Context: an optimization exercise on an open-source flow, tuned for small area and a short achievable clock period. The choices shown serve that exercise and are no tape-out recipe. In this exercise RTL edits were held to simulation tests only and were not proved equivalent to the original.

==> v5: inputs <==
// mult64_top
module mult64_top(
    input              clk,
    input      [63:0]  a,
    input      [63:0]  b,
    output reg [127:0] prod
    );
make LEC_CHECK=0 ABC_AREA=1 CAP_MARGIN=20 CORE_MARGIN=2 CORE_UTILIZATION=40 SETUP_SLACK_MARGIN=4.5 SLEW_MARGIN=20 SYNTH_HIERARCHICAL=1 finish   # period 16.0 ns
run.sh (not shown) runs the stock make flow with config.mk's settings and CLKGATE_MAP_FILE= SYNTH_SCRIPT=/design/flow/synth_recipe.tcl, a recipe that flattens the netlist after the stock synthesis.
==> v35: changes against v5 <==
- SETUP_SLACK_MARGIN: 4.5 -> default
==> notes.md <==
- Core utilization: v35 is lower than v5 (0.26 points).
- Of v5 and v35, v5 has the higher first-iteration DRC count (gap about 1.8%, measured against v35).
- Between v5 and v35, the lower non-clock buffer count is in v35 (gap 9).
- Global-route usage is about the same in v5 and v35.
- In via count, v5 and v35 hardly differ.
- Area after synthesis is the same in v35 and v5.
- Sequential cell count is the same in v5 and v35.
==> figures <==
quantity                                                 v35           v5
Outcome                             timing/DRC/antenna clean  timing/DRC/antenna clean
Unrepaired setup endpoints after global routing           no          yes
Post-CTS Setup Repair Bufs                                 0            4
Met1 global-route usage                               54.26%       54.17%
Design Area, Final                                97,390 µm²   97,970 µm²
WP buf/inv                                                 3            6
Worst-case headroom to the max-slew limit             11.39%       6.029%
Iteration-0 DRC count of the detailed router          16,960       17,260
First-pass GRT wire length                        754,400 µm   754,300 µm
Total global-route track usage                        46.16%       46.16%
Number of signal-net buffers in the layout               543          552
Layout non-clock buf frac                             5.184%       5.567%
Final worst path period share                         79.30%       72.98%
Arrival time worst endpoint                         12.98 ns     11.99 ns
CTS resizes                                                0           44

========
==> trial 30 <==
mult64_top, a different RTL version from the one above (not shown whole).
export LEC_CHECK = 0
export ABC_AREA = 1
export CAP_MARGIN = 20
export CORE_MARGIN = 2
export CORE_UTILIZATION = 40
export SETUP_SLACK_MARGIN = 5
export SLEW_MARGIN = 20
export SYNTH_HIERARCHICAL = 1
create_clock -name core_clock -period 16.0 [get_ports {clk}]
==> inputs of trial 64, as changes to trial 30 <==
==> flow/flow/run.sh (new file) <==
#!/bin/bash
set -euo pipefail
bash standard.sh SETUP_SLACK_MARGIN=6.2 finish > standard_flow.log 2>&1
==> flow/standard.sh (new file) <==
#!/bin/bash
# synth_recipe.tcl (not shown) runs the flow's synth.tcl, then flattens the netlist and writes it again
# the make line also repeats each setting of config.mk as NAME=value (left out here)
make -C /OpenROAD-flow-scripts/flow DESIGN_CONFIG=/design/flow/config.mk WORK_HOME=/design/flow/orfs CLKGATE_MAP_FILE= SYNTH_SCRIPT=/design/flow/synth_recipe.tcl "${@:-finish}"
--- a/flow/config.mk
+++ b/flow/config.mk
@@ -9,6 +9,6 @@
 export CAP_MARGIN = 20
 export CORE_MARGIN = 2
 export CORE_UTILIZATION = 40
-export SETUP_SLACK_MARGIN = 5
 export SLEW_MARGIN = 20
 export SYNTH_HIERARCHICAL = 1
+export TNS_END_PERCENT = 0
removed: flow/run.sh
==> out/qor.txt <==
Fin worst setup slack: 5030 ps
Cells along the critical path: clkdlybuf4s50_1 > xnor2_2 > buf_4 > o22ai_1 > xor2_1 > fa_1 > fa_1 > fa_1 > fa_1 > fa_1 > fa_1 > fa_1 > ha_1 > nand2_1 > nor2_1 > nand3_1 > nor3_2 > nand2_2 > nand2_8 > nand2_1 > nand3_1 > nand2_1
Area Overhead vs Synth: 7.58%
Status: complete, no violations
Critical Path Source: b[18]
the above is filed under trial 30

==> out/qor.txt <==
Fin worst setup slack: 5880 ps
Area Overhead vs Synth: 13.4%
Cells along the critical path: clkdlybuf4s50_1 > bufinv_16 > buf_6 > o22ai_1 > xor2_1 > ha_1 > fa_1 > fa_1 > fa_1 > fa_1 > fa_1 > fa_1 > ha_4 > nand2_1 > nor2_4 > inv_2 > nor2_4 > nand3_4 > nor3_4 > nand2_4 > nand2_8 > fa_2
CTS root buf: clkbuf_16
Post-Syn Area: 89000 um^2
Status: complete, no violations
the above is filed under trial 64


========
==> try-cedar <==
Starting RTL as in the previous note.
export LEC_CHECK = 0
export ABC_AREA = 1
export CAP_MARGIN = 20
export CORE_MARGIN = 2
export CORE_UTILIZATION = 50
export CTS_CLUSTER_DIAMETER = 40
export CTS_CLUSTER_SIZE = 10
export SLEW_MARGIN = 20
export SYNTH_HIERARCHICAL = 1
export TNS_END_PERCENT = 0
create_clock -name core_clock -period 16.0 [get_ports {clk}]
standard.sh (not shown) runs the stock make flow with config.mk's settings and CLKGATE_MAP_FILE= SYNTH_SCRIPT=/design/flow/synth_recipe.tcl, a recipe that flattens the netlist after the stock synthesis.
==> flow/flow/run.sh <==
#!/bin/bash
set -euo pipefail
bash standard.sh SETUP_SLACK_MARGIN=6.0 "BUFFER_PORTS_ARGS=-buffer_cell sky130_fd_sc_hd__buf_2" finish > standard_flow.log 2>&1
==> try-maple: changes against try-cedar <==
CORE_UTILIZATION = 40   (was 50)
CTS_CLUSTER_DIAMETER = not set   (was 40)
CTS_CLUSTER_SIZE = not set   (was 10)
==> impl_metrics.toml <==
[outcome]
run_status = "complete, no violations"

[routing]
routedWlPerCell_um = 37.0
vias = 85400

[placement]
placed_cell_area_um2 = 92100
pre_cts_ws_ps = 3750

[finish]
layout.clock.cell_area_share = 0.00628
finish.utilization = 0.542
That was try-cedar.
==> impl_metrics.toml <==
[outcome]
run_status = "complete, no violations"

[routing]
vias = 86000

[finish]
finish.utilization = 0.435
That was try-maple.

==> static timing again, ports no longer ideal <==
No port has a modelled driver above. Below, the same layouts with a new extraction and two added sets of constraints. Step 1 (the two cells are an assumption about what drives the block):
set clk [get_ports {clk}]
set_driving_cell -lib_cell sky130_fd_sc_hd__clkbuf_16 $clk
set_driving_cell -lib_cell sky130_fd_sc_hd__buf_2 [delete_from_list [all_inputs] $clk]
Step 2 also shifts input and output timing later by t, the mid clock arrival at the registers, as if the neighbouring blocks saw the same clock. Slacks: ideal ports / drivers / drivers and shift; pairs: ideal ports / drivers.
run | t, ns | slack for setup (ns) | latest minus earliest clock arrival (ns) | worst slew at a driven data input, ns
v5 | 0.528 | 4.324 / 4.341 / 3.813 | 0.023 / 0.023 | 0.19
v35 | 0.525 | 3.312 / 3.278 / 2.753 | 0.024 / 0.024 | 0.18
trial 30 | 0.683 | 5.034 / 5.028 / 4.344 | 0.039 / 0.039 | 0.27
trial 64 | 0.712 | 5.877 / 5.801 / 5.088 | 0.034 / 0.035 | 0.27
try-cedar | 0.690 | 5.941 / 5.952 / 5.262 | 0.043 / 0.043 | 0.34
try-maple | 0.701 | 5.950 / 5.870 / 5.170 | 0.047 / 0.047 | 0.33
After both steps setup and hold are still met in every run listed. For trial 64, which loses most, drivers alone change the setup slack by -0.076 ns; drivers and shift together by -0.789 ns.
